Source: an optimization exercise on an open RTL-to-GDS flow (aim: small area, a short achievable clock period and few clock cycles per item). Production flows keep margins and buffers that such runs may drop. In this exercise RTL edits were held to simulation tests only and were not proved equivalent to the original.

## flow/design.v (module list and top-level ports; edited modules follow where they fit)
// module nr_div: 1684 lines
module nr_div (
    input rstn,
    input clk,
    input [23:0] d,
    input in_valid,
    output in_ready,
    output reg [23:0] out,
    output reg out_valid,
    input out_ready
);
  // ...
==> flow/flow/run.sh <==
#!/bin/bash
# Standard layout, with one extra step between synthesis and floorplan:
# invopt.py re-polarises full and half adders and simple gates so that the
# netlist needs fewer inverters around them.  Registers are untouched.
set -euo pipefail
R=orfs/results/${FLOW_PLATFORM}/nr_div/base
bash standard.sh synth > synth.log 2>&1
cp "$R/1_2_yosys.v" "$R/1_2_yosys.std.v"
python3 flow/invopt.py "$R/1_2_yosys.std.v" "$R/1_2_yosys.v" > invopt.log 2>&1
rm -f "$R/1_synth.odb" "$R/1_synth.sdc"
bash standard.sh > layout.log 2>&1
==> flow/flow/invopt.py <==
#!/usr/bin/env python3
"""Remove inverters around full and half adders in a Yosys gate netlist.
A full adder is self-dual: complementing its three inputs complements both
outputs.  Each fa cell may therefore be 'flipped' (fed complemented inputs,
its outputs read as complemented).  A half adder is rebuilt from an xor/xnor
and an and/nand/nor/or/and2b/nand2b cell of the same area, so it can read
and produce either polarity, and a two-input and/nand/or/nor/xor/xnor gate
may be swapped for its complement.  This pass picks the flips that need the
least inverter and gate area and rewrites the netlist; registers are untouched.
Usage: invopt.py in.v out.v"""
import re, sys, random
from collections import defaultdict

src = open(sys.argv[1]).read()
INV = re.compile(r'sky130_fd_sc_hd__(inv|clkinv)_\d+$')
cell_re = re.compile(r'^(\s*)(sky130_fd_sc_hd__\w+)\s+(\S+)\s*\((.*?)\);', re.S | re.M)
pin_re = re.compile(r'\.(\w+)\(\s*(.*?)\s*\)\s*(?:,|$)', re.S)
OUTPINS = {'X', 'Y', 'Q', 'Q_N', 'SUM', 'COUT', 'HI', 'LO'}

cells = []
for m in cell_re.finditer(src):
    pins = [(p, n.strip()) for p, n in pin_re.findall(m.group(4))]
    cells.append(dict(span=m.span(), indent=m.group(1), type=m.group(2), name=m.group(3), pins=pins))

driver = {}
loads = defaultdict(list)           # net -> [(cell idx, pin)]
for i, c in enumerate(cells):
    for p, n in c['pins']:
        if p in OUTPINS:
            driver[n] = (i, p)
        else:
            loads[n].append((i, p))

def is_inv(i):
    return bool(INV.match(cells[i]['type']))
def is_fa(i):
    return re.match(r'sky130_fd_sc_hd__fa_\d+$', cells[i]['type']) is not None
def is_ha(i):
    return re.match(r'sky130_fd_sc_hd__ha_\d+$', cells[i]['type']) is not None

# base signal of each net: follow inverter chains back to a non-inverter driver
def base(n):
    par = 0
    seen = 0
    while n in driver and is_inv(driver[n][0]) and seen < 50:
        i = driver[n][0]
        n = dict(cells[i]['pins'])['A']
        par ^= 1
        seen += 1
    return n, par

# groups: base net -> list of consumer pins with their polarity relative to base
groups = defaultdict(list)
inv_cells = set()
for i, c in enumerate(cells):
    if is_inv(i):
        inv_cells.add(i)
        continue
    for p, n in c['pins']:
        if p in OUTPINS:
            continue
        b, par = base(n)
        groups[b].append((i, p, par))
# nets used by module ports / assigns outside cells: keep their polarity fixed
other = src
for c in reversed(cells):
    s, e = c['span']
    other = other[:s] + other[e:]
extern = defaultdict(int)
for line in other.split(";"):
    l = line.strip()
    if l.startswith("assign") or l.startswith("output") or l.startswith("input"):
        for tok in re.findall(r'\\\S+|[A-Za-z_][\w$]*(?:\[\d+\])?', l):
            extern[tok] += 1
# inverter output nets referenced outside cells (e.g. output ports)
ext_need = defaultdict(set)
for n in list(driver):
    if n in extern and driver[n][0] in inv_cells:
        b, par = base(n)
        ext_need[b].add(par)
for n in extern:
    if n in driver and driver[n][0] not in inv_cells:
        ext_need[n].add(0)

fixed = set(driver[n][0] for n in extern if n in driver)
fa_idx = [i for i in range(len(cells)) if is_fa(i) and i not in fixed]
flip = defaultdict(int)
COMPL = {'and2_1': ('nand2_1', 'X', 'Y'), 'nand2_1': ('and2_1', 'Y', 'X'),
         'or2_1': ('nor2_1', 'X', 'Y'), 'nor2_1': ('or2_1', 'Y', 'X'),
         'xor2_1': ('xnor2_1', 'X', 'Y'), 'xnor2_1': ('xor2_1', 'Y', 'X')}
AREA = {'and2_1': 6.256, 'nand2_1': 3.7536, 'or2_1': 6.256, 'nor2_1': 3.7536,
        'xor2_1': 8.7584, 'xnor2_1': 8.7584}
INVA = 3.7536
def gtype(i):
    return cells[i]['type'][len('sky130_fd_sc_hd__'):]
def is_g2(i):
    return gtype(i) in COMPL and i not in fixed
def drv_free(b):
    return b in driver and (is_ha(driver[b][0]) or is_g2(driver[b][0]))
def drv_pol(b):
    if b in driver and is_fa(driver[b][0]):
        return flip[driver[b][0]]
    return 0
def needs(b):
    need = set(ext_need.get(b, ()))
    for i, p, par in groups[b]:
        if is_ha(i):
            continue
        need.add(par ^ (flip[i] if is_fa(i) else 0))
    return need
def free_cost(b, q, need):
    c = INVA if any(x != q for x in need) else 0.0
    i = driver[b][0]
    if is_g2(i):
        t = gtype(i)
        c += AREA[t] if q == 0 else AREA[COMPL[t][0]]
    return c
def out_pol(b):
    """physical polarity of the driver's net after the rewrite"""
    if drv_free(b):
        need = needs(b)
        c0, c1 = free_cost(b, 0, need), free_cost(b, 1, need)
        return 0 if c0 <= c1 else 1
    return drv_pol(b)
def group_cost(b):
    need = needs(b)
    if drv_free(b):
        return min(free_cost(b, 0, need), free_cost(b, 1, need))
    dp = drv_pol(b)
    return INVA if any(x != dp for x in need) else 0.0

# groups touched by each fa
touch = defaultdict(set)
for b, lst in groups.items():
    for i, p, par in lst:
        if is_fa(i):
            touch[i].add(b)
    if b in driver and is_fa(driver[b][0]):
        touch[driver[b][0]].add(b)
for b in ext_need:
    if b in driver and is_fa(driver[b][0]):
        touch[driver[b][0]].add(b)

allg = set(groups) | set(ext_need)
before = sum(group_cost(b) for b in allg)
import math
random.seed(1)
cur = sum(group_cost(b) for b in allg)
best = cur; bestflip = dict(flip)
T = 2.0
steps = 400 * max(1, len(fa_idx))
for k in range(steps):
    i = random.choice(fa_idx)
    gs = touch[i]
    c0 = sum(group_cost(b) for b in gs)
    flip[i] ^= 1
    c1 = sum(group_cost(b) for b in gs)
    d = c1 - c0
    if d <= 0 or random.random() < math.exp(-d / (INVA * T)):
        cur += d
        if cur < best:
            best = cur; bestflip = dict(flip)
    else:
        flip[i] ^= 1
    T = max(0.05, 2.0 * (1 - k / steps))
flip.clear(); flip.update(bestflip)
after = sum(group_cost(b) for b in allg)
nflip = sum(flip[i] for i in fa_idx)
sys.stderr.write(f"inverters: {len(inv_cells)} cells; cost before {before:.1f}, after {after:.1f}; flipped {nflip} of {len(fa_idx)} fa\n")

if len(sys.argv) < 3:
    sys.exit(0)

# rewrite: one inverter per group that needs the other polarity
newnets = []
edits = {}                          # cell idx -> new pin list
repl_inv = []
cnt = 0
def pin_set(i, p, n):
    pl = edits.get(i, list(cells[i]['pins']))
    pl = [(pp, n if pp == p else nn) for pp, nn in pl]
    edits[i] = pl
hapol = {}                          # (ha idx, pin) -> physical polarity of the net it reads
for b in allg:
    dp = out_pol(b)
    consumers = groups.get(b, [])
    need_inv = any((par ^ (flip[i] if is_fa(i) else 0)) != dp for i, p, par in consumers if not is_ha(i)) or any(x != dp for x in ext_need.get(b, ()))
    invnet = None
    if need_inv:
        cnt += 1
        invnet = f"_invopt_{cnt}_"
        newnets.append(invnet)
        repl_inv.append((b, invnet))
    for i, p, par in consumers:
        if is_ha(i):
            # reads the driver's net as it is; the HA is rebuilt for that polarity
            hapol[(i, p)] = dp ^ par
            pin_set(i, p, b)
            continue
        want = par ^ (flip[i] if is_fa(i) else 0)
        pin_set(i, p, b if want == dp else invnet)
# output polarity of each HA output net
for i in range(len(cells)):
    if is_ha(i):
        for p, n in cells[i]['pins']:
            if p in OUTPINS:
                hapol[(i, p)] = out_pol(n) if n in allg else 0

# external nets that were inverter outputs: drive them from the new structure
assigns = []
for n in list(driver):
    if n in extern and driver[n][0] in inv_cells:
        b, par = base(n)
        dp = drv_pol(b)
        dp = out_pol(b)
        src_net = b if par == dp else [x for bb, x in repl_inv if bb == b][0]
        assigns.append((n, src_net))
for n in extern:
    if n in driver and driver[n][0] not in inv_cells and out_pol(n) == 1:
        # a flipped fa output drives a port/assign directly: not handled
        raise SystemExit("flipped fa output referenced outside cells: " + n)

out = []
pos = 0
for i, c in enumerate(cells):
    s, e = c['span']
    out.append(src[pos:s])
    pos = e
    if i in inv_cells:
        continue
    pl = edits.get(i, c['pins'])
    sp1 = lambda n: n + (' ' if n.startswith(chr(92)) else '')
    if is_ha(i):
        d = dict(pl)
        pa, pb = hapol[(i, 'A')], hapol[(i, 'B')]
        ps, pc = hapol[(i, 'SUM')], hapol[(i, 'COUT')]
        a, bb = d['A'], d['B']
        if 'SUM' in d:
            t = 'xor2_1' if (pa ^ pb ^ ps) == 0 else 'xnor2_1'
            o = 'X' if t == 'xor2_1' else 'Y'
            out.append(f"{c['indent']}sky130_fd_sc_hd__{t} {c['name']}_s (\n    .A({sp1(a)}),\n    .B({sp1(bb)}),\n    .{o}({sp1(d['SUM'])})\n  );")
        if 'COUT' in d:
            if pa == 0 and pb == 0:
                t, pins = ('and2_1', 'X') if pc == 0 else ('nand2_1', 'Y'), (('A', a), ('B', bb))
            elif pa == 1 and pb == 1:
                t, pins = ('nor2_1', 'Y') if pc == 0 else ('or2_1', 'X'), (('A', a), ('B', bb))
            else:
                an, bp = (a, bb) if pa == 1 else (bb, a)
                t, pins = ('and2b_1', 'X') if pc == 0 else ('nand2b_1', 'Y'), (('A_N', an), ('B', bp))
            body = "".join(f"    .{p}({sp1(n)}),\n" for p, n in pins)
            out.append(f"\n{c['indent']}sky130_fd_sc_hd__{t[0]} {c['name']}_c (\n{body}    .{t[1]}({sp1(d['COUT'])})\n  );")
        continue
    ctype = c['type']
    if is_g2(i):
        onet = [n for p, n in pl if p in OUTPINS][0]
        if onet in allg and out_pol(onet) == 1:
            t2, op, np_ = COMPL[gtype(i)]
            ctype = 'sky130_fd_sc_hd__' + t2
            pl = [(np_ if p == op else p, n) for p, n in pl]
    body = ",\n".join(f"    .{p}({n}{' ' if n.startswith(chr(92)) else ''})" for p, n in pl)
    out.append(f"{c['indent']}{ctype} {c['name']} (\n{body}\n  );")
out.append(src[pos:])
txt = "".join(out)
decl = "".join(f"  wire {n};\n" for n in newnets)
sp = lambda n: n + (' ' if n.startswith(chr(92)) else '')
insts = "".join(f"  sky130_fd_sc_hd__inv_1 _invopt_cell_{k}_ (\n    .A({sp(b)}),\n    .Y({x})\n  );\n" for k, (b, x) in enumerate(repl_inv))
asg = "".join(f"  assign {sp(n)} = {sp(s)};\n" for n, s in assigns)
# wires of removed inverter outputs stay declared (unused) - harmless
txt = txt.replace("endmodule", decl + insts + asg + "endmodule", 1)
open(sys.argv[2], "w").write(txt)
sys.stderr.write(f"wrote {sys.argv[2]}: {len(repl_inv)} inverters\n")
==> flow/standard.sh <==
#!/bin/bash
# synth_recipe.tcl (not shown) runs the flow's synth.tcl, then flattens the netlist and writes it again
# the make line also repeats each setting of config.mk as NAME=value (left out here)
make -C /OpenROAD-flow-scripts/flow DESIGN_CONFIG=/design/flow/config.mk WORK_HOME=/design/flow/orfs CLKGATE_MAP_FILE= SYNTH_SCRIPT=/design/flow/synth_recipe.tcl "${@:-finish}"
==> flow/config.mk <==
export PLATFORM = sky130hd
export DESIGN_NAME = nr_div
export DESIGN_NICKNAME = nr_div
export VERILOG_FILES = /design/flow/design.v
export SDC_FILE = /design/flow/constraint.sdc
export NUM_CORES = 4
export LEC_CHECK = 0
export CAP_MARGIN = 20
export CORE_MARGIN = 2
export CORE_UTILIZATION = 40
export SETUP_SLACK_MARGIN = 4.0
export SLEW_MARGIN = 20
==> flow/constraint.sdc <==
create_clock -name core_clock -period 8.0 [get_ports {clk}]
set_input_delay 1.6000 -clock core_clock [delete_from_list [all_inputs] [get_ports {clk}]]
set_output_delay 1.6000 -clock core_clock [all_outputs]
set_load 0.01 [all_outputs]
==> run notes, run 1 <==
Status
The run finished with no timing, DRC or antenna violations.

CTS
Hold repair after CTS inserted 0 buffers. In this run, post-CTS repair resized a total of 30 instances. The root cell of the clock tree is sky130_fd_sc_hd__clkbuf_16. The clock reaches the later pin of the worst-skew pair after 0.65 ns.

Global route
The number of global-route vias before repair is 27408. The overflow left after global routing is 0. After global routing, the most crowded layer is met2.

For this run, the total global-route usage over all layers was measured as 0.182. The first global-routing pass estimated 149 mm of wire. The initial antenna violation count was 0.

Drt
After detailed routing, the met2 layer carries 45.1 mm of wire. The routed length on met1 is 40.7 mm.

Timing
Adding up every negative setup slack in the final design gives 0 ns. In the finished design, the share of the clock period the worst path needs comes to 0.508. The headroom to the max-slew limit is 0.279.

Across all setup checks in the final design, the least slack found is 3.94 ns. The slew of the pin with the lowest slew margin is 1.05 ns. The maximum operating frequency is 246 MHz. The final hold violation count is 0.

Die
For this configuration, the core starts out at a cell density of 0.404. The die outline width is 322 um.

Placed design
Counting tap cells, the placed design contains a total of 4865 instances.

Job
The number of maximum-capacitance violations is 0.

Critical path
The kind of cell adding the most delay to the critical path is compound AO/OA/AOI/OAI gates. The number of buffer and inverter stages on the critical path is 1. Walking the worst path, the cells encountered are fa_2, fa_2, xor2_2, xor2_1, a211oi_2, o22ai_2, nor2_2, a41oi_4, a21boi_2, a21oi_2, a221o_1, buf_6, xnor2_2. For the worst flop-to-flop path, the logic depth is 13. Of all nets on the critical path, the largest fanout is 4.

Layout
The layout inverter count without the clock tree is 217. The final cell count without fillers is 5126.

Hold path
The hold path endpoint is ex4[1]$_DFFE_PP_.
Testbench counts, summed over its fixed seeds: cycles 2,128, items 2,048.
==> run 2, diff against run 1 <==
--- a/flow/config.mk
+++ b/flow/config.mk
@@ -6,4 +6,5 @@
 export NUM_CORES = 4
 export LEC_CHECK = 0
+export ABC_AREA = 1
 export CAP_MARGIN = 20
 export CORE_MARGIN = 2
==> run 2 against run 1 <==
- still clean on timing, DRC and antenna
- final cell count increased by 19%
- non-clock buffer count decreased by 22
- synthesized area is 7.8% higher
- via count is 21% higher
- critical path type unchanged
==> run notes, run 2 <==
Job
The number of maximum-capacitance violations is 0 (unchanged).

Die
The die outline width was 334 um (was 322 um). The floorplan die area is 112000 um^2 (was 104000 um^2). The die height was 334 um (was 322 um). The starting utilization of the core area is 0.402 (was 0.404). The number of top-level pins is 54 (unchanged).

The core area was 109000 um^2 (was 100000 um^2). The site row count is 121 (was 116).

Global route
The pin count of the biggest net entering global routing is 181 (was 198). The initial antenna violation count was 4 (was 0). The global-route wire length before repair came to 182 mm (was 149 mm). The overall routing resource usage is 0.208 (was 0.182). The overflow left after global routing is 0 (unchanged). The number of global-route vias before repair came to 32475 (was 27408).

CTS
The latest clock arrival within the worst-skew pair is 0.64 ns (was 0.65 ns). The clock tree from TritonCTS is done (unchanged). The root cell of the clock tree is sky130_fd_sc_hd__clkbuf_16 (unchanged).

The number of buffers added by the clock tree synthesis step was 55 (was 58). The clock transition at the register clock pins on the worst setup and hold paths after CTS is 0.06 ns (about the same). The deepest level of the CTS H-tree is 2 (unchanged). The number of clock sinks was 502 (unchanged). The number of buffers on the longest clock path was 3 (unchanged).

The number of hold buffers added after CTS is 0 (unchanged).

Hold path
The class of the tightest hold or removal check is flip-flop to flip-flop (unchanged).

Placed design
The final weighted congestion in routability-driven placement is 0.913 (was 0.835). The setup slack after placement is 2.98 ns (was 2.93 ns). The estimated wirelength of the detail-placed design is 83.5 mm (was 64.8 mm). The count of input and output buffers is 53 (unchanged).

Critical path
The arrival time of data at the critical path endpoint is 4.33 ns (was 4.45 ns). The endpoint class of the critical path is a flip-flop (unchanged). The maximum net fanout on the critical path is 7 (was 4). The endpoint required time on the critical path was 8.39 ns (about the same). The sort of element at the start of the critical path is a flip-flop (unchanged). The category of the critical setup timing path was flip-flop to flip-flop (unchanged).

Layout
The area added between synthesis and finish is 11.4% (was 14.0%). The share of final-layout standard cells stronger than drive strength 1 is 0.0664 (was 0.0967). The net count reported at finish is 5260 (was 4397). The most frequent standard cell in the layout excluding fill and tap cells is sky130_fd_sc_hd__nand2_1 (unchanged).

The count of antenna diodes in the layout is 0 (unchanged). Commonest cells after routing, fill and taps aside: sky130_fd_sc_hd__nand2_1 (1295), sky130_fd_sc_hd__fa_1 (563), sky130_fd_sc_hd__edfxtp_1 (483) (was sky130_fd_sc_hd__nand2_1 (859), sky130_fd_sc_hd__fa_1 (552), sky130_fd_sc_hd__edfxtp_1 (483)). Registers with the highest flip-flop counts: zc9_a x25, zc9_b x25, out x24 (unchanged).

Drt
The average detailed-routed wire length per instance is 18.8 um (was 18.0 um). The initial DRC count is 2496 (was 1643). The number of remaining DRC errors is 0 (unchanged). The length of the first detailed-routing pass in iterations came to 7 (was 5). The via count normalized by instance count came to 5.19 (was 5.09). The via count is 31676 (was 26081). The number of nets with antenna violations after detailed routing is 0 (unchanged). The post-detailed-routing wire length came to 115 mm (was 92.2 mm).

Timing
The worst-case setup margin in the final layout came to 4.06 ns (was 3.94 ns). The headroom to the max-slew limit is 0.297 (was 0.279). The max-slew violation count is 0 (unchanged). The total negative setup slack is 0 ns (unchanged). The final setup violation count is 0 (unchanged). The worst-case clock skew was 0.0245 ns (was 0.0266 ns). The final hold violation count is 0 (unchanged). The slew of the pin with the lowest slew margin is 1.05 ns (about the same). The time the final worst path needs with I/O delays and setup is 3.94 ns (was 4.06 ns). The final cycle utilization of the critical path came to 0.493 (was 0.508).

Unrepaired setup endpoints after global routing: yes (unchanged). The maximum operating frequency is 254 MHz (was 246 MHz).

Synthesis
The instance count of the mapped netlist is 4549 (was 3607). The number of synthesis warnings is 1 (unchanged). The area of the mapped netlist is 43600 um^2 (was 40500 um^2). The post-synth net total is 5167 (was 4225). The synthesized area per cell is 9.60 um^2 (was 11.2 um^2).

Status
Run status: finished clean (unchanged).
run 2: area by class of cell:
cell class | instances | area, um^2
fill | 10281 | 59900
multi-input combinational | 3479 | 26700
sequential | 502 | 14900
timing repair buffer | 212 | 1940
tap | 1414 | 1770
inverter | 392 | 1490
clock buffer | 63 | 1410
clock inverter | 37 | 409
run 2: stage by stage:
step	util	cell area, um^2	cells	hold slack [ns]
final	0.448	48600	6099	0.409
after global routing	0.448	48600	6099	0.414
after CTS	0.444	48200	6062	0.415
after detailed placement	0.418	45400	5856	0.405
after global placement	0.418	45400	5856	0.401
after floorplan	-	43700	4549	0.400
run 2: worst paths after layout:
kind | from | to | slack (ns) | cells past startpoint
max | z2[14]$_DFFE_PP_ | pa3_b[16]$_DFFE_PP_ | 4.06 | 8
min reg2reg | s6$_DFFE_PP_ | s7$_DFFE_PP_ | 0.41 | 0
max reg2reg | z2[14]$_DFFE_PP_ | pa3_b[16]$_DFFE_PP_ | 4.06 | 8
min | s6$_DFFE_PP_ | s7$_DFFE_PP_ | 0.41 | 0
run 2: per-layer routing:
layer / routed length, um / track usage / vias up / share of wire
met5: 27 / 0 / - / 0.00024
met4: 3510 / 0.0634 / 4 / 0.031
met3: 6710 / 0.0291 / 211 / 0.058
met2: 55200 / 0.346 / 947 / 0.48
met1: 49400 / 0.282 / 15849 / 0.43
li1: - / - / 14665 / -
run 2: worst max-delay path, stage by stage (launching register included):
cell	delay [ns]
sky130_fd_sc_hd__edfxtp_1	0.61
sky130_fd_sc_hd__nand2_2	0.10
sky130_fd_sc_hd__fa_1	0.48
sky130_fd_sc_hd__fa_2	0.59
sky130_fd_sc_hd__fa_1	0.45
sky130_fd_sc_hd__fa_1	0.45
sky130_fd_sc_hd__fa_2	0.47
sky130_fd_sc_hd__fa_1	0.51
sky130_fd_sc_hd__inv_1	0.04
run 2: timing repair:
action	4_1_cts	5_1_grt
setup endpoints to repair	313	160
pin swaps	0	14
setup buffers	106	36
cloned	0	1
gates resized for setup	17	45
==> run 3, diff against run 2 <==
--- a/flow/config.mk
+++ b/flow/config.mk
@@ -6,8 +6,7 @@
 export NUM_CORES = 4
 export LEC_CHECK = 0
-export ABC_AREA = 1
 export CAP_MARGIN = 20
 export CORE_MARGIN = 2
 export CORE_UTILIZATION = 40
-export SETUP_SLACK_MARGIN = 4.0
+export SETUP_SLACK_MARGIN = 4.2
 export SLEW_MARGIN = 20
==> run 3 against run 2 <==
- synthesized cell count down 21%
- sequential share of layout area grew 0.97 points
- utilization is 2.3 points higher
- routed wire length down 18%
- global-route usage fell by 2.2 points
- clock skew is 0.023 ns higher
- fmax about the same
==> run notes, run 3 <==
Status
Run status: finished clean (unchanged).

Global route
The initial antenna violation count is 1 (was 4). The pin count of the biggest net entering global routing was 126 (was 181). The overall routing resource usage is 0.186 (was 0.208). The overflow left after global routing is 0 (unchanged).

The global-route wire length before repair is 152 mm (was 182 mm). The number of global-route vias before repair is 27601 (was 32475).

Drt
The post-detailed-routing wire length was 94.6 mm (was 115 mm). The via count came to 26670 (was 31676). The number of nets with antenna violations after detailed routing came to 0 (unchanged). The initial DRC count is 1711 (was 2496). The average detailed-routed wire length per instance was 18.1 um (was 18.8 um). The length of the first detailed-routing pass in iterations is 5 (was 7). The number of remaining DRC errors is 0 (unchanged). The via count normalized by instance count is 5.12 (was 5.19).

Layout
The most frequent standard cell in the layout excluding fill and tap cells is sky130_fd_sc_hd__nand2_1 (unchanged). The net count reported at finish came to 4486 (was 5260). The count of antenna diodes in the layout is 0 (unchanged). The area taken by multi-input logic gates is 24800 um^2 (was 26700 um^2).

The share of final-layout standard cells stronger than drive strength 1 is 0.134 (was 0.0664). The area added between synthesis and finish came to 16.4% (was 11.4%). The filler cell count is 9081 (was 10281). The final cell count without fillers is 5214 (was 6099). The combined flip-flop and latch cell area was 14900 um^2 (unchanged). Registers with the highest flip-flop counts: zc9_a x25, zc9_b x25, out x24 (unchanged). Commonest cells after routing, fill and taps aside: sky130_fd_sc_hd__nand2_1 (844), sky130_fd_sc_hd__fa_1 (495), sky130_fd_sc_hd__edfxtp_1 (483) (was sky130_fd_sc_hd__nand2_1 (1295), sky130_fd_sc_hd__fa_1 (563), sky130_fd_sc_hd__edfxtp_1 (483)).

Die
The floorplan die area was 104000 um^2 (was 112000 um^2). The core area came to 100000 um^2 (was 109000 um^2). The die outline width is 322 um (was 334 um). The starting utilization of the core area was 0.404 (was 0.402).

The number of top-level pins is 54 (unchanged). The die height was 322 um (was 334 um). The site row count came to 116 (was 121).

Timing
The worst-case clock skew is 0.0471 ns (was 0.0245 ns). The maximum operating frequency is 253 MHz (was 254 MHz). The max-slew violation count was 0 (unchanged). The final setup violation count is 0 (unchanged).

The final cycle utilization of the critical path came to 0.493 (about the same). Unrepaired setup endpoints after global routing: yes (unchanged). The final hold violation count was 0 (unchanged). The worst-case setup margin in the final layout is 4.05 ns (was 4.06 ns). The total negative setup slack came to 0 ns (unchanged).

The slew of the pin with the lowest slew margin is 1.05 ns (about the same). The time the final worst path needs with I/O delays and setup is 3.95 ns (was 3.94 ns). The headroom to the max-slew limit is 0.302 (was 0.297).

Critical path
The kind of cell adding the most delay to the critical path is adder cells (unchanged). The launching point of the worst reg2reg path is x1[5]$_DFFE_PP_ (was z2[14]$_DFFE_PP_). Cell Chain, Critical Path: inv_2, fa_2, fa_2, fa_1, xnor2_2, nand4_1, buf_4, nor3_2, nor2_2, a41oi_4, buf_4, o21ai_4, o21ai_2, o41ai_2, o21bai_1, xor2_1 (was nand2_2, fa_1, fa_2, fa_1, fa_1, fa_2, fa_1, inv_1). The category of the critical setup timing path is flip-flop to flip-flop (unchanged). The cell with the largest stage delay on the worst path is sky130_fd_sc_hd__fa_1 (was sky130_fd_sc_hd__edfxtp_1). The delay of the slowest cell on the worst path is 0.52 ns (was 0.61 ns). The endpoint class of the critical path is a flip-flop (unchanged). The worst reg-to-reg path cell count is 16 (was 8). The endpoint required time on the critical path was 8.40 ns (was 8.39 ns). The maximum net fanout on the critical path was 3 (was 7). The total number of cells along the worst setup path was 16 (was 8). The arrival time of data at the critical path endpoint is 4.34 ns (was 4.33 ns). The critical path startpoint is x1[5]$_DFFE_PP_ (was z2[14]$_DFFE_PP_). The termination of the worst setup path is z2[12]$_DFFE_PP_ (was pa3_b[16]$_DFFE_PP_). The sort of element at the start of the critical path was a flip-flop (unchanged).

The number of buffer and inverter stages on the critical path is 3 (was 1). The end of the worst register-to-register path is z2[12]$_DFFE_PP_ (was pa3_b[16]$_DFFE_PP_).

Placed design
The setup slack after placement is 3.04 ns (was 2.98 ns). The estimated wirelength of the detail-placed design is 65.1 mm (was 83.5 mm). The count of input and output buffers was 53 (unchanged). The cell count after placement is 4865 (was 5856). The final weighted congestion in routability-driven placement is 0.829 (was 0.913).

Hold path
The hold path depth is 0 (unchanged). The start point of the worst hold path is mp5[7]$_DFFE_PP_ (was s6$_DFFE_PP_). The class of the tightest hold or removal check is flip-flop to flip-flop (unchanged).

Synthesis
The post-synth net total is 4225 (was 5167). The number of synthesis warnings was 1 (unchanged). The area of the mapped netlist is 40500 um^2 (was 43600 um^2). The synthesized area per cell is 11.2 um^2 (was 9.60 um^2). The instance count of the mapped netlist came to 3607 (was 4549).

CTS
The deepest level of the CTS H-tree is 2 (unchanged). The number of hold buffers added after CTS came to 0 (unchanged). The clock tree from TritonCTS is done (unchanged).

The number of clock sinks is 502 (unchanged). The latest clock arrival within the worst-skew pair is 0.66 ns (was 0.64 ns). The number of buffers added by the clock tree synthesis step came to 57 (was 55).

The root cell of the clock tree was sky130_fd_sc_hd__clkbuf_16 (unchanged). The clock transition at the register clock pins on the worst setup and hold paths after CTS was 0.06 ns (about the same). The number of buffers on the longest clock path is 3 (unchanged).

Job
The number of maximum-capacitance violations is 0 (unchanged).
-- run 3: worst min path at each step --
stage | to | slack [ns]
after floorplan | ex3[0]$_DFFE_PP_ | 0.40
after global placement | f4$_DFFE_PP_ | 0.40
after detailed placement | ex4[3]$_DFFE_PP_ | 0.40
after CTS | mp6[5]$_DFFE_PP_ | 0.42
after global routing | ex4[1]$_DFFE_PP_ | 0.42
final | mp6[7]$_DFFE_PP_ | 0.41
-- run 3: final cells by class --
type,count,area share
multi-input cells,2766,0.526
clock inverters,45,0.00926
flip-flops and latches,502,0.316
clock buffers,62,0.0307
inverters,217,0.0175
well taps,1298,0.0345
repair buffers,324,0.0660
-- run 3: per-layer routing --
| layer | vias up | part of all wire | global-route usage |
|---|---|---|---|
| li1 | 12218 | - | - |
| met1 | 13572 | 0.44 | 0.254 |
| met2 | 705 | 0.49 | 0.314 |
| met3 | 175 | 0.050 | 0.0225 |
| met4 | 0 | 0.028 | 0.0540 |
| met5 | - | 0 | 0 |
-- run 3: metrics by stage --
step	hold WS [ns]	utilization	cell area, um^2
finish	0.412	0.471	47100
global route	0.417	0.471	47100
CTS	0.415	0.464	46500
detailed placement	0.405	0.425	42500
global placement	0.401	0.425	42500
floorplan	0.400	-	40800
-- run 3: repair_timing --
item                                    in CTS  in global routing
gates resized for setup                    113                 59
setup buffers                              192                 50
pin swaps                                   76                 79
gates cloned                                 0                  0
endpoints found under the setup margin     196                105
==> run 4, diff against run 3 <==
--- a/flow/config.mk
+++ b/flow/config.mk
@@ -9,4 +9,5 @@
 export CORE_MARGIN = 2
 export CORE_UTILIZATION = 40
-export SETUP_SLACK_MARGIN = 4.2
+export PLACE_DENSITY = 0.75
+export SETUP_SLACK_MARGIN = 4.0
 export SLEW_MARGIN = 20
==> run 4 against run 3 <==
- still clean
- routed wire length is 3.0% lower
- critical endpoint is now z2[14]$_DFFE_PP_
==> run notes, run 4 <==
Timing
The final hold violation count is 0 (unchanged). The max-slew violation count is 0 (unchanged). The time the final worst path needs with I/O delays and setup is 4.05 ns (was 3.95 ns).

Unrepaired setup endpoints after global routing: yes (unchanged). The final setup violation count is 0 (unchanged). The slew of the pin with the lowest slew margin came to 1.06 ns (was 1.05 ns). The maximum operating frequency was 247 MHz (was 253 MHz). The final cycle utilization of the critical path is 0.506 (was 0.493). The worst-case clock skew was 0.0166 ns (was 0.0471 ns). The headroom to the max-slew limit was 0.294 (was 0.302).

The total negative setup slack is 0 ns (unchanged).

Drt
The routed length on met1 is 36.2 mm (was 41.3 mm). The via count was 26945 (was 26670). The length of the first detailed-routing pass in iterations is 5 (unchanged). The average detailed-routed wire length per instance is 18.0 um (was 18.1 um). The met2 wire length came to 44.5 mm (was 46.0 mm).

The number of nets with antenna violations after detailed routing is 0 (unchanged). The post-detailed-routing wire length is 91.7 mm (was 94.6 mm). The met3 layer wire length in the routed design is 7.81 mm (was 4.70 mm). The initial DRC count was 2349 (was 1711). The number of remaining DRC errors is 0 (unchanged). The highest routed metal layer is met4 (unchanged). The via count normalized by instance count is 5.29 (was 5.12).

Critical path
The category of the critical setup timing path is flip-flop to flip-flop (unchanged). The maximum net fanout on the critical path was 6 (was 3). The endpoint required time on the critical path came to 8.36 ns (was 8.40 ns). The arrival time of data at the critical path endpoint is 4.41 ns (was 4.34 ns). The sort of element at the start of the critical path is a flip-flop (unchanged). The endpoint class of the critical path is a flip-flop (unchanged).

The worst reg-to-reg path cell count came to 12 (was 16). The end of the worst register-to-register path is z2[14]$_DFFE_PP_ (was z2[12]$_DFFE_PP_). The launching point of the worst reg2reg path is x1[10]$_DFFE_PP_ (was x1[5]$_DFFE_PP_).

Layout
The combined flip-flop and latch cell area was 14900 um^2 (unchanged). The net count reported at finish is 4374 (was 4486). Commonest cells after routing, fill and taps aside: sky130_fd_sc_hd__nand2_1 (854), sky130_fd_sc_hd__fa_1 (546), sky130_fd_sc_hd__edfxtp_1 (483) (was sky130_fd_sc_hd__nand2_1 (844), sky130_fd_sc_hd__fa_1 (495), sky130_fd_sc_hd__edfxtp_1 (483)). The share of final-layout standard cells stronger than drive strength 1 is 0.0890 (was 0.134). Registers with the highest flip-flop counts: zc9_a x25, zc9_b x25, out x24 (unchanged).

The count of antenna diodes in the layout was 0 (unchanged). The area taken by multi-input logic gates came to 24600 um^2 (was 24800 um^2). The area of all placed cells without fillers is 45800 um^2 (was 47100 um^2). The most frequent standard cell in the layout excluding fill and tap cells is sky130_fd_sc_hd__nand2_1 (unchanged). The filler cell count is 8767 (was 9081). The area added between synthesis and finish was 13.0% (was 16.4%).

Die
The floorplan die area is 104000 um^2 (unchanged). The die outline width came to 322 um (unchanged). The site row count is 116 (unchanged). The die height is 322 um (unchanged). The core area came to 100000 um^2 (unchanged). The starting utilization of the core area came to 0.404 (unchanged). The number of top-level pins is 54 (unchanged).

Synthesis
The instance count of the mapped netlist is 3607 (unchanged). The post-synth net total is 4225 (unchanged). The number of synthesis warnings is 1 (unchanged). The synthesized area per cell was 11.2 um^2 (unchanged). The area of the mapped netlist is 40500 um^2 (unchanged).

CTS
The number of clock sinks was 502 (unchanged). The clock tree from TritonCTS was done (unchanged). The deepest level of the CTS H-tree is 2 (unchanged).

The clock transition at the register clock pins on the worst setup and hold paths after CTS is 0.06 ns (about the same). The root cell of the clock tree is sky130_fd_sc_hd__clkbuf_16 (unchanged). The number of buffers added by the clock tree synthesis step came to 51 (was 57). The number of buffers on the longest clock path is 3 (unchanged). The latest clock arrival within the worst-skew pair is 0.62 ns (was 0.66 ns).

Hold path
The class of the tightest hold or removal check is flip-flop to flip-flop (unchanged). The hold path depth is 0 (unchanged). The hold path endpoint is ex3[7]$_DFFE_PP_ (was mp6[7]$_DFFE_PP_). The start point of the worst hold path is ex2[7]$_DFFE_PP_ (was mp5[7]$_DFFE_PP_).

Placed design
The placed cell area is 42400 um^2 (was 42500 um^2). The count of input and output buffers is 53 (unchanged). The estimated wirelength of the detail-placed design is 63.4 mm (was 65.1 mm). The final weighted congestion in routability-driven placement is 0.895 (was 0.829).

Global route
The number of global-route vias before repair is 27938 (was 27601). The pin count of the biggest net entering global routing is 171 (was 126). The overflow left after global routing was 0 (unchanged). The initial antenna violation count is 0 (was 1).

The overall routing resource usage is 0.177 (was 0.186). The global-route wire length before repair is 147 mm (was 152 mm).

Status
Run status: finished clean (unchanged).

Job
The number of maximum-capacitance violations was 0 (unchanged).
run 4: cell type report:
type	count	area share
multi-input cells	2766	0.537
flip-flops and latches	502	0.325
repair buffers	218	0.0454
well taps	1298	0.0355
clock buffers	66	0.0300
inverters	217	0.0180
clock inverters	30	0.00892
run 4: worst max-delay path by stage:
stage	startpoint	end	slack, ns	cells after the start
2_1_floorplan	mp2[3]$_DFFE_PP_	pa3_b[18]$_DFFE_PP_	4.01	9
3_3_place_gp	out_ready	ph[0]$_SDFFE_PN0P_	3.19	10
3_5_place_dp	out_ready	ph[0]$_SDFFE_PN0P_	3.08	10
4_1_cts	x1[4]$_DFFE_PP_	z2[12]$_DFFE_PP_	3.92	14
5_1_grt	x1[10]$_DFFE_PP_	z2[13]$_DFFE_PP_	3.80	13
6_report	x1[10]$_DFFE_PP_	z2[14]$_DFFE_PP_	3.95	12
run 4: layer usage:
layer,global-route usage,up-vias
li1,-,11972
met1,0.232,13447
met2,0.297,1269
met3,0.0337,257
met4,0.0562,0
met5,0,-
run 4: what timing repair did:
item                                   CTS  global route
buffers inserted                        75            65
gates resized for setup                 25            82
endpoints found under the hold margin    0             0
setup endpoints to repair               63            37
hold buffers                             0             0
pin swaps                                8            53
run 4: critical path: stages (launching register included):
cell and delay, ns:
sky130_fd_sc_hd__edfxtp_1 0.55, sky130_fd_sc_hd__fa_1 0.63, sky130_fd_sc_hd__fa_1 0.46, sky130_fd_sc_hd__fa_1 0.46, sky130_fd_sc_hd__xnor2_1 0.34, sky130_fd_sc_hd__nand2_1 0.09
sky130_fd_sc_hd__nor2_1 0.26, sky130_fd_sc_hd__a21oi_1 0.14, sky130_fd_sc_hd__a21boi_4 0.17, sky130_fd_sc_hd__a21oi_2 0.17, sky130_fd_sc_hd__a221o_1 0.25, sky130_fd_sc_hd__nand2_2 0.10
sky130_fd_sc_hd__xnor2_1 0.16
run 4: stage by stage:
| stage | instances | worst slack [ns] | util | hold slack [ns] |
|---|---|---|---|---|
| floorplan | 3607 | 4.01 | - | 0.400 |
| global placement | 4859 | 3.19 | 0.423 | 0.400 |
| detailed placement | 4859 | 3.08 | 0.423 | 0.405 |
| CTS | 5030 | 3.92 | 0.447 | 0.417 |
| global route | 5097 | 3.80 | 0.457 | 0.422 |
| finish | 5097 | 3.95 | 0.457 | 0.414 |
==> run 5, diff against run 4 <==
--- a/flow/config.mk
+++ b/flow/config.mk
@@ -9,4 +9,6 @@
 export CORE_MARGIN = 2
 export CORE_UTILIZATION = 40
+export CTS_BUF_LIST = sky130_fd_sc_hd__clkbuf_8
+export CTS_CLUSTER_SIZE = 30
 export PLACE_DENSITY = 0.75
 export SETUP_SLACK_MARGIN = 4.0
==> run 5 against run 4 <==
- first-iteration DRC count grew 3.3%
- worst hold slack worse by 0.0067 ns
- synthesized cell count unchanged
- critical path type unchanged
- largest cell class unchanged
==> run notes, run 5 <==
Layout
Commonest cells after routing, fill and taps aside: sky130_fd_sc_hd__nand2_1 (858), sky130_fd_sc_hd__fa_1 (564), sky130_fd_sc_hd__edfxtp_1 (483) (was sky130_fd_sc_hd__nand2_1 (854), sky130_fd_sc_hd__fa_1 (546), sky130_fd_sc_hd__edfxtp_1 (483)). The net count reported at finish is 4423 (was 4374). The most frequent standard cell in the layout excluding fill and tap cells is sky130_fd_sc_hd__nand2_1 (unchanged).

The area added between synthesis and finish is 12.9% (was 13.0%). The share of final-layout standard cells stronger than drive strength 1 is 0.0960 (was 0.0890). Registers with the highest flip-flop counts: zc9_a x25, zc9_b x25, out x24 (unchanged). The count of antenna diodes in the layout is 0 (unchanged). The utilization after layout came to 0.457 (about the same).

CTS
The clock tree from TritonCTS is done (unchanged). The latest clock arrival within the worst-skew pair is 0.69 ns (was 0.62 ns). The number of hold buffers added after CTS came to 0 (unchanged).

The root cell of the clock tree is sky130_fd_sc_hd__clkbuf_8 (was sky130_fd_sc_hd__clkbuf_16). The number of buffers added by the clock tree synthesis step is 84 (was 51). The deepest level of the CTS H-tree is 3 (was 2). The number of buffers on the longest clock path is 3 (unchanged). The clock transition at the register clock pins on the worst setup and hold paths after CTS is 0.06 ns (about the same). The number of clock sinks is 502 (unchanged).

Drt
The post-detailed-routing wire length is 92.6 mm (was 91.7 mm). The via count came to 27300 (was 26945). The length of the first detailed-routing pass in iterations was 7 (was 5). The initial DRC count is 2426 (was 2349). The via count normalized by instance count is 5.28 (was 5.29). The average detailed-routed wire length per instance came to 17.9 um (was 18.0 um). The number of nets with antenna violations after detailed routing is 0 (unchanged). The number of remaining DRC errors was 0 (unchanged).

Die
The die height is 322 um (unchanged). The site row count is 116 (unchanged). The floorplan die area is 104000 um^2 (unchanged). The number of top-level pins came to 54 (unchanged). The starting utilization of the core area is 0.404 (unchanged). The die outline width is 322 um (unchanged). The core area was 100000 um^2 (unchanged).

Timing
Unrepaired setup endpoints after global routing: yes (unchanged). The worst-case setup margin in the final layout was 3.93 ns (was 3.95 ns). The slew of the pin with the lowest slew margin is 0.980 ns (was 1.06 ns).

The headroom to the max-slew limit was 0.345 (was 0.294). The maximum operating frequency is 246 MHz (was 247 MHz). The time the final worst path needs with I/O delays and setup is 4.07 ns (was 4.05 ns). The max-slew violation count came to 0 (unchanged). The final cycle utilization of the critical path was 0.508 (was 0.506). The final setup violation count is 0 (unchanged). The worst-case clock skew was 0.0369 ns (was 0.0166 ns). The final hold violation count is 0 (unchanged). The total negative setup slack was 0 ns (unchanged).

Synthesis
The number of synthesis warnings was 1 (unchanged). The synthesized area per cell was 11.2 um^2 (unchanged). The area of the mapped netlist is 40500 um^2 (unchanged). The instance count of the mapped netlist is 3607 (unchanged).

The post-synth net total is 4225 (unchanged).

Critical path
The end of the worst register-to-register path was z2[14]$_DFFE_PP_ (unchanged). The endpoint required time on the critical path is 8.44 ns (was 8.36 ns). The launching point of the worst reg2reg path is x1[5]$_DFFE_PP_ (was x1[10]$_DFFE_PP_). The category of the critical setup timing path was flip-flop to flip-flop (unchanged). The termination of the worst setup path is z2[14]$_DFFE_PP_ (unchanged). The arrival time of data at the critical path endpoint is 4.51 ns (was 4.41 ns). The maximum net fanout on the critical path is 4 (was 6).

The sort of element at the start of the critical path is a flip-flop (unchanged). The endpoint class of the critical path is a flip-flop (unchanged). The worst reg-to-reg path cell count is 14 (was 12). The critical path startpoint is x1[5]$_DFFE_PP_ (was x1[10]$_DFFE_PP_).

Global route
The number of global-route vias before repair is 27886 (was 27938). The overall routing resource usage is 0.178 (was 0.177). The initial antenna violation count came to 0 (unchanged). The met1 track demand over resource is 0.228 (was 0.232). The global routing usage on met3 was 0.0346 (was 0.0337). The pin count of the biggest net entering global routing came to 171 (unchanged). The overflow left after global routing is 0 (unchanged). The peak-usage layer in the global routing report is met2 (unchanged). The global-route wire length before repair came to 147 mm (about the same). The met2 track utilization from global routing is 0.302 (was 0.297).

Status
Run status: finished clean (unchanged).

Placed design
The setup slack after placement is 2.39 ns (was 3.08 ns). The count of input and output buffers is 53 (unchanged). The final weighted congestion in routability-driven placement is 0.870 (was 0.895).

The estimated wirelength of the detail-placed design is 63.2 mm (was 63.4 mm).

Hold path
The class of the tightest hold or removal check is flip-flop to flip-flop (unchanged).

Job
The number of maximum-capacitance violations is 0 (unchanged).
-- run 5: changes by cell type in the layout (fill, tap and decap cells not counted), moves of 12 or more --
cell / change
sky130_fd_sc_hd__fa_1: +18
sky130_fd_sc_hd__clkbuf_8: +83
sky130_fd_sc_hd__inv_1: +29
sky130_fd_sc_hd__clkinv_1: +12
sky130_fd_sc_hd__fa_2: -18
sky130_fd_sc_hd__clkbuf_16: -51
sky130_fd_sc_hd__buf_4: +26
-- run 5: how the worst min path moves through the flow --
stage / slack [ns] / depth (start not counted) / end / startpoint
final: 0.41 / 0 / out[1]$_DFFE_PP_ / ex9[1]$_DFFE_PP_
after floorplan: 0.40 / 0 / ex3[0]$_DFFE_PP_ / ex2[0]$_DFFE_PP_
after detailed placement: 0.40 / 0 / ex6[3]$_DFFE_PP_ / ex5[3]$_DFFE_PP_
after global routing: 0.42 / 0 / out[2]$_DFFE_PP_ / ex9[2]$_DFFE_PP_
after global placement: 0.40 / 0 / mp6[10]$_DFFE_PP_ / mp5[10]$_DFFE_PP_
after CTS: 0.41 / 0 / mp6[7]$_DFFE_PP_ / mp5[7]$_DFFE_PP_
-- run 5: area by class of cell --
cell class              instances  area (um^2)
repair inverters                1         8.76
inverters                     217          841
clock buffers                  87         1200
fillers                      8752        54400
flip-flops and latches        502        14900
well taps                    1298         1620
clock inverters                69          450
multi-input cells            2766        24600
repair buffers                233         2100
-- run 5: critical path: stages (launching register included) --
cell	delay, ns
sky130_fd_sc_hd__edfxtp_1	0.44
sky130_fd_sc_hd__inv_2	0.11
sky130_fd_sc_hd__fa_2	0.46
sky130_fd_sc_hd__fa_2	0.58
sky130_fd_sc_hd__xor2_1	0.25
sky130_fd_sc_hd__xor2_1	0.27
sky130_fd_sc_hd__nand4_1	0.27
sky130_fd_sc_hd__nor3_2	0.27
sky130_fd_sc_hd__nor2_4	0.09
sky130_fd_sc_hd__a41oi_4	0.28
sky130_fd_sc_hd__a21boi_2	0.12
sky130_fd_sc_hd__a21oi_2	0.17
sky130_fd_sc_hd__a221o_1	0.26
sky130_fd_sc_hd__nand2_2	0.09
sky130_fd_sc_hd__xnor2_1	0.15
-- run 5: stage by stage --
step	std cells	instance area [um^2]	hold slack [ns]
4_1_cts	5107	44900	0.412
5_1_grt	5173	45700	0.416
2_1_floorplan	3607	40500	0.400
3_5_place_dp	4854	42300	0.405
3_3_place_gp	4854	42300	0.401
6_report	5173	45700	0.407
-- run 5: repair_timing --
action                     CTS  global route
setup endpoints to repair  199           285
resized for setup           33            66
setup buffers               97            65
cloned                       0             1
pin swaps                    8            32
-- run 5: routing by layer --
metal	routed length (um)	vias to the layer above
met4	3510	0
met2	45800	1269
met3	7730	262
met1	35600	13679
li1	-	12090
met5	0	-
==> run 6, diff against run 5 <==
--- a/flow/config.mk
+++ b/flow/config.mk
@@ -11,5 +11,4 @@
 export CTS_BUF_LIST = sky130_fd_sc_hd__clkbuf_8
 export CTS_CLUSTER_SIZE = 30
-export PLACE_DENSITY = 0.75
 export SETUP_SLACK_MARGIN = 4.0
 export SLEW_MARGIN = 20
==> run 6 against run 5 <==
- still clean
- non-clock buffer count rose by 3
- critical path depth rose by 1
- register-to-register slack improved by 0.02 ns
- critical path type unchanged
==> run notes, run 6 <==
Drt
The length of the first detailed-routing pass in iterations is 7 (unchanged). The number of nets with antenna violations after detailed routing is 0 (unchanged). The via count normalized by instance count was 5.08 (was 5.28).

The via count is 26290 (was 27300). The post-detailed-routing wire length is 92.5 mm (was 92.6 mm). The number of remaining DRC errors was 0 (unchanged). The initial DRC count was 1665 (was 2426). The average detailed-routed wire length per instance came to 17.9 um (about the same).

Layout
The share of final-layout standard cells stronger than drive strength 1 is 0.0957 (was 0.0960). The area of all placed cells without fillers is 45700 um^2 (about the same). The most frequent standard cell in the layout excluding fill and tap cells is sky130_fd_sc_hd__nand2_1 (unchanged).

The area added between synthesis and finish is 12.9% (about the same). Commonest cells after routing, fill and taps aside: sky130_fd_sc_hd__nand2_1 (855), sky130_fd_sc_hd__fa_1 (565), sky130_fd_sc_hd__edfxtp_1 (483) (was sky130_fd_sc_hd__nand2_1 (858), sky130_fd_sc_hd__fa_1 (564), sky130_fd_sc_hd__edfxtp_1 (483)). The net count reported at finish is 4427 (was 4423). Registers with the highest flip-flop counts: zc9_a x25, zc9_b x25, out x24 (unchanged).

Synthesis
The number of synthesis warnings is 1 (unchanged). The area of the mapped netlist came to 40500 um^2 (unchanged). The instance count of the mapped netlist is 3607 (unchanged). The post-synth net total is 4225 (unchanged). The synthesized area per cell is 11.2 um^2 (unchanged).

Timing
The final hold violation count is 0 (unchanged). The time the final worst path needs with I/O delays and setup is 4.05 ns (was 4.07 ns). The final setup violation count was 0 (unchanged). The slew of the pin with the lowest slew margin is 1.09 ns (was 0.980 ns). The final cycle utilization of the critical path came to 0.506 (was 0.508).

The total negative setup slack came to 0 ns (unchanged). The max-slew violation count is 0 (unchanged). The headroom to the max-slew limit is 0.274 (was 0.345). The worst-case clock skew is 0.0503 ns (was 0.0369 ns). Unrepaired setup endpoints after global routing: yes (unchanged).

The maximum operating frequency was 247 MHz (was 246 MHz).

Critical path
The endpoint class of the critical path is a flip-flop (unchanged). Cell Chain, Critical Path: inv_2, fa_2, fa_2, fa_1, xnor2_2, nand4_1, nor3_1, o21ai_1, a41oi_2, buf_4, a21boi_4, a21oi_2, a221o_1, buf_4, xnor2_1 (was inv_2, fa_2, fa_2, xor2_1, xor2_1, nand4_1, nor3_2, nor2_4, a41oi_4, a21boi_2, a21oi_2, a221o_1, nand2_2, xnor2_1). The cell with the largest stage delay on the worst path is sky130_fd_sc_hd__fa_1 (was sky130_fd_sc_hd__fa_2). The number of buffer and inverter stages on the critical path is 3 (was 1). The category of the critical setup timing path is flip-flop to flip-flop (unchanged). The delay of the slowest cell on the worst path was 0.52 ns (was 0.58 ns). The endpoint required time on the critical path is 8.44 ns (about the same). The maximum net fanout on the critical path was 3 (was 4). The sort of element at the start of the critical path is a flip-flop (unchanged). The kind of cell adding the most delay to the critical path was adder cells (unchanged). The arrival time of data at the critical path endpoint is 4.48 ns (was 4.51 ns).

Global route
The number of global-route vias before repair is 27373 (was 27886). The initial antenna violation count is 1 (was 0). The pin count of the biggest net entering global routing is 141 (was 171). The overflow left after global routing is 0 (unchanged). The global-route wire length before repair was 149 mm (was 147 mm).

The overall routing resource usage is 0.182 (was 0.178).

CTS
The number of buffers added by the clock tree synthesis step is 86 (was 84). The clock transition at the register clock pins on the worst setup and hold paths after CTS came to 0.06 ns (about the same). The number of buffers on the longest clock path came to 3 (unchanged). The number of clock sinks was 502 (unchanged). The root cell of the clock tree is sky130_fd_sc_hd__clkbuf_8 (unchanged). The latest clock arrival within the worst-skew pair was 0.71 ns (was 0.69 ns). The number of hold buffers added after CTS is 0 (unchanged). The deepest level of the CTS H-tree is 3 (unchanged). The clock tree from TritonCTS is done (unchanged).

Placed design
The final weighted congestion in routability-driven placement is 0.842 (was 0.870). The placed cell area is 42400 um^2 (was 42300 um^2). The estimated wirelength of the detail-placed design is 65.0 mm (was 63.2 mm).

The count of input and output buffers is 53 (unchanged).

Die
The floorplan die area is 104000 um^2 (unchanged). The die height is 322 um (unchanged). The number of top-level pins is 54 (unchanged). The starting utilization of the core area was 0.404 (unchanged). The core area is 100000 um^2 (unchanged). The die outline width is 322 um (unchanged). The site row count is 116 (unchanged).

Status
Run status: finished clean (unchanged).

Hold path
The class of the tightest hold or removal check is flip-flop to flip-flop (unchanged).

Job
The number of maximum-capacitance violations is 0 (unchanged).
-- run 6: timing repair --
item / CTS / global route
setup buffers: 86 / 69
cloned: 0 / 0
hold endpoints to repair: 0 / 0
endpoints found under the setup margin: 217 / 156
pin swaps: 8 / 25
gates resized for setup: 37 / 64
-- run 6: layout make-up --
| class | instances | area [um^2] |
|---|---|---|
| clock buffer | 89 | 1220 |
| sequential | 502 | 14900 |
| tap | 1298 | 1620 |
| fill | 9183 | 54400 |
| timing repair buffer | 236 | 2220 |
| clock inverter | 67 | 378 |
| antenna | 1 | 2.50 |
| inverter | 217 | 822 |
| multi-input combinational | 2766 | 24500 |
-- run 6: final timing paths --
check,from,end,slack (ns),cells after the start
setup reg to reg,x1[5]$_DFFE_PP_,z2[13]$_DFFE_PP_,3.95,15
hold / removal,mp5[9]$_DFFE_PP_,mp6[9]$_DFFE_PP_,0.41,0
setup / recovery,x1[5]$_DFFE_PP_,z2[13]$_DFFE_PP_,3.95,15
hold reg to reg,mp5[9]$_DFFE_PP_,mp6[9]$_DFFE_PP_,0.41,0
-- run 6: routing by layer --
metal / GRT usage / vias to the layer above / routed length [um]
li1: - / 12097 / -
met1: 0.243 / 13302 / 39800
met2: 0.303 / 714 / 44500
met3: 0.0330 / 177 / 5460
met4: 0.0557 / 0 / 2650
met5: 0 / - / 0
-- run 6: per-stage QoR --
stage / instances / utilization / worst slack [ns] / hold WS (ns)
2_1_floorplan: 3607 / - / 4.01 / 0.400
3_3_place_gp: 4864 / 0.423 / 2.82 / 0.400
6_report: 5176 / 0.456 / 3.95 / 0.407
5_1_grt: 5176 / 0.456 / 3.72 / 0.415
4_1_cts: 5106 / 0.448 / 3.95 / 0.405
3_5_place_dp: 4864 / 0.423 / 2.78 / 0.405
==> run 7, diff against run 6 <==
--- a/flow/flow/run.sh
+++ b/flow/flow/run.sh
@@ -5,4 +5,5 @@
 set -euo pipefail
 R=orfs/results/${FLOW_PLATFORM}/nr_div/base
+export PYTHONHASHSEED=0
 bash standard.sh synth > synth.log 2>&1
 cp "$R/1_2_yosys.v" "$R/1_2_yosys.std.v"
--- a/flow/config.mk
+++ b/flow/config.mk
@@ -11,4 +11,4 @@
 export CTS_BUF_LIST = sky130_fd_sc_hd__clkbuf_8
 export CTS_CLUSTER_SIZE = 30
-export SETUP_SLACK_MARGIN = 4.0
+export SETUP_SLACK_MARGIN = 4.1
 export SLEW_MARGIN = 20
==> run 7 against run 6 <==
- highest routed layer unchanged
- non-clock buffer count increased by 34
- via count increased by 0.52%
- routed wire length up 1.8%
- count of clock-buffer cells in the layout increased by 1
- synthesized cell count did not move
- global-route usage up 0.34 points
- fmax increased by 2.8%
- worst hold slack got worse by 0.014 ns
==> run notes, run 7 <==
Timing
The final setup violation count is 0 (unchanged). The maximum operating frequency came to 254 MHz (was 247 MHz). The headroom to the max-slew limit is 0.279 (was 0.274). The slew of the pin with the lowest slew margin is 1.05 ns (was 1.09 ns). The time the final worst path needs with I/O delays and setup came to 3.94 ns (was 4.05 ns). The worst-case clock skew is 0.0534 ns (was 0.0503 ns). The final cycle utilization of the critical path was 0.492 (was 0.506). The total negative setup slack is 0 ns (unchanged). The max-slew violation count came to 0 (unchanged). Unrepaired setup endpoints after global routing: yes (unchanged). The final hold violation count was 0 (unchanged).

Die
The starting utilization of the core area is 0.404 (unchanged). The die outline width is 322 um (unchanged). The floorplan die area is 104000 um^2 (unchanged). The core area is 100000 um^2 (unchanged).

The site row count is 116 (unchanged). The number of top-level pins was 54 (unchanged). The die height is 322 um (unchanged).

Layout
Registers with the highest flip-flop counts: zc9_a x25, zc9_b x25, out x24 (unchanged). The share of final-layout standard cells stronger than drive strength 1 came to 0.122 (was 0.0957). The filler cell count is 9179 (was 9183). Commonest cells after routing, fill and taps aside: sky130_fd_sc_hd__nand2_1 (839), sky130_fd_sc_hd__fa_1 (514), sky130_fd_sc_hd__edfxtp_1 (483) (was sky130_fd_sc_hd__nand2_1 (855), sky130_fd_sc_hd__fa_1 (565), sky130_fd_sc_hd__edfxtp_1 (483)). The area added between synthesis and finish is 15.0% (was 12.9%). The net count reported at finish is 4464 (was 4427).

The most frequent standard cell in the layout excluding fill and tap cells is sky130_fd_sc_hd__nand2_1 (unchanged).

Drt
The length of the first detailed-routing pass in iterations is 5 (was 7). The number of nets with antenna violations after detailed routing is 0 (unchanged). The average detailed-routed wire length per instance is 18.0 um (was 17.9 um).

The number of remaining DRC errors is 0 (unchanged). The via count is 26428 (was 26290). The via count normalized by instance count is 5.07 (was 5.08). The post-detailed-routing wire length came to 94.1 mm (was 92.5 mm). The initial DRC count is 1819 (was 1665).

Critical path
The category of the critical setup timing path is flip-flop to flip-flop (unchanged). The number of buffer and inverter stages on the critical path is 2 (was 3). The cell with the largest stage delay on the worst path is sky130_fd_sc_hd__fa_1 (unchanged). The arrival time of data at the critical path endpoint came to 4.41 ns (was 4.48 ns). The delay of the slowest cell on the worst path is 0.53 ns (was 0.52 ns). The launching point of the worst reg2reg path is x1[9]$_DFFE_PP_ (was x1[5]$_DFFE_PP_). The end of the worst register-to-register path is z2[13]$_DFFE_PP_ (unchanged). Cell Chain, Critical Path: fa_2, fa_1, fa_1, xnor2_2, nand4_1, nor3_1, o21ai_1, a41oi_2, buf_6, a21boi_4, a21oi_2, a221o_1, buf_4, xnor2_2 (was inv_2, fa_2, fa_2, fa_1, xnor2_2, nand4_1, nor3_1, o21ai_1, a41oi_2, buf_4, a21boi_4, a21oi_2, a221o_1, buf_4, xnor2_1). The endpoint class of the critical path was a flip-flop (unchanged). The maximum net fanout on the critical path is 4 (was 3).

The endpoint required time on the critical path is 8.47 ns (was 8.44 ns). The sort of element at the start of the critical path is a flip-flop (unchanged). The kind of cell adding the most delay to the critical path is adder cells (unchanged). The worst reg-to-reg path cell count is 14 (was 15).

Hold path
The hold path depth is 0 (unchanged). The hold path endpoint is f4$_DFFE_PP_ (was mp6[9]$_DFFE_PP_). The class of the tightest hold or removal check is flip-flop to flip-flop (unchanged). The start point of the worst hold path is f3$_DFFE_PP_ (was mp5[9]$_DFFE_PP_).

Synthesis
The area of the mapped netlist is 40500 um^2 (unchanged). The number of synthesis warnings was 1 (unchanged). The synthesized area per cell is 11.2 um^2 (unchanged). The instance count of the mapped netlist was 3607 (unchanged). The post-synth net total came to 4225 (unchanged).

CTS
The number of hold buffers added after CTS came to 0 (unchanged). The clock transition at the register clock pins on the worst setup and hold paths after CTS came to 0.06 ns (about the same). The number of buffers added by the clock tree synthesis step is 89 (was 86). The root cell of the clock tree is sky130_fd_sc_hd__clkbuf_8 (unchanged). The clock tree from TritonCTS is done (unchanged).

The number of buffers on the longest clock path is 3 (unchanged). The deepest level of the CTS H-tree came to 3 (unchanged). The latest clock arrival within the worst-skew pair is 0.74 ns (was 0.71 ns).

The number of clock sinks was 502 (unchanged).

Placed design
The final weighted congestion in routability-driven placement was 0.864 (was 0.842). The count of input and output buffers was 53 (unchanged). The estimated wirelength of the detail-placed design is 65.3 mm (was 65.0 mm).

Status
Run status: finished clean (unchanged).

Global route
The global-route wire length before repair came to 151 mm (was 149 mm). The overall routing resource usage is 0.185 (was 0.182). The pin count of the biggest net entering global routing is 93 (was 141). The number of global-route vias before repair is 27646 (was 27373).

The overflow left after global routing was 0 (unchanged). The initial antenna violation count is 1 (unchanged).

Job
The number of maximum-capacitance violations is 0 (unchanged).
run 7: changes by cell type in the layout (fill, tap and decap cells not counted), sizes merged:
cell	delta
buf	+34
bufinv	+10
inv	-4
clkbuf	+1
clkinvlp	-1
dlygate4sd2	-1
dlymetal6s2s	+1
run 7: cell type report:
| type | count | area [um^2] | area share |
|---|---|---|---|
| multi-input combinational | 2766 | 24700 | 0.531 |
| sequential | 502 | 14900 | 0.320 |
| timing repair buffer | 270 | 2620 | 0.0562 |
| tap | 1298 | 1620 | 0.0349 |
| clock buffer | 90 | 1240 | 0.0266 |
| inverter | 217 | 822 | 0.0177 |
| clock inverter | 72 | 647 | 0.0139 |
| antenna | 1 | 2.50 | 0.0000538 |
run 7: through the flow:
step	hold slack [ns]	worst slack [ns]	instance area [um^2]	instances	utilization
after CTS	0.410	3.85	45500	5142	0.455
after global placement	0.400	3.07	42400	4866	0.424
after global routing	0.414	3.89	46500	5216	0.465
after floorplan	0.400	4.10	40600	3607	-
after detailed placement	0.405	3.06	42400	4866	0.424
final	0.392	4.06	46500	5216	0.465
run 7: worst max path at each step:
stage / slack [ns] / depth (start not counted) / from / to
after global placement: 3.07 / 8 / out_ready / z4[9]$_DFFE_PP_
after global routing: 3.89 / 14 / x1[6]$_DFFE_PP_ / z2[13]$_DFFE_PP_
final: 4.06 / 14 / x1[9]$_DFFE_PP_ / z2[13]$_DFFE_PP_
after detailed placement: 3.06 / 8 / out_ready / z4[4]$_DFFE_PP_
after floorplan: 4.10 / 9 / z6[11]$_DFFE_PP_ / pb7_b[15]$_DFFE_PP_
after CTS: 3.85 / 4 / out_ready / in_ready
run 7: per-layer routing:
| metal | routed length (um) | vias up | track usage |
|---|---|---|---|
| li1 | - | 12185 | - |
| met1 | 40400 | 13326 | 0.247 |
| met2 | 45500 | 738 | 0.307 |
| met3 | 5170 | 179 | 0.0285 |
| met4 | 3020 | 0 | 0.0683 |
| met5 | 0 | - | 0 |
run 7: what timing repair did:
item	CTS	global route
setup endpoints to repair	107	95
hold endpoints to repair	0	0
setup buffers	114	73
gates resized for setup	77	98
pin swaps	28	95

re-timing with driven ports:
The results above use ideal ports. As a check the final layouts listed here were re-extracted and re-timed, cells and wires unchanged. Step 1 sets driving cells, clkbuf_16 on the clock port and buf_2 on the other inputs (assumed; they add their load-dependent delay and slew). Step 2 also shifts input and output timing later by t, the mid clock arrival at the registers, as if the neighbouring blocks saw the same clock. Slacks: ideal ports / drivers / drivers and shift; pairs: ideal ports / drivers.
run	t, ns	slack for setup (ns)	worst setup path after step 2	latest minus earliest clock arrival (ns)	worst data-port slew with drivers (ns)
run 1	0.702	3.936 / 3.936 / 3.698	input to register	0.033 / 0.033	0.04
run 2	0.688	4.056 / 4.056 / 3.913	input to register	0.030 / 0.029	0.08
run 3	0.705	4.054 / 4.054 / 3.920	input to register	0.047 / 0.047	0.04
run 4	0.674	3.952 / 3.952 / 3.616	input to register	0.020 / 0.020	0.04
run 5	0.736	3.935 / 3.935 / 3.811	input to register	0.041 / 0.041	0.05
run 6	0.756	3.952 / 3.952 / 3.399	input to register	0.055 / 0.055	0.04
run 7	0.782	4.062 / 4.062 / 3.882	input to register	0.060 / 0.060	0.04
After both steps every run listed still meets setup and hold. For run 6, which loses most, drivers alone change the setup slack by 0.000 ns; drivers and shift together by -0.553 ns.
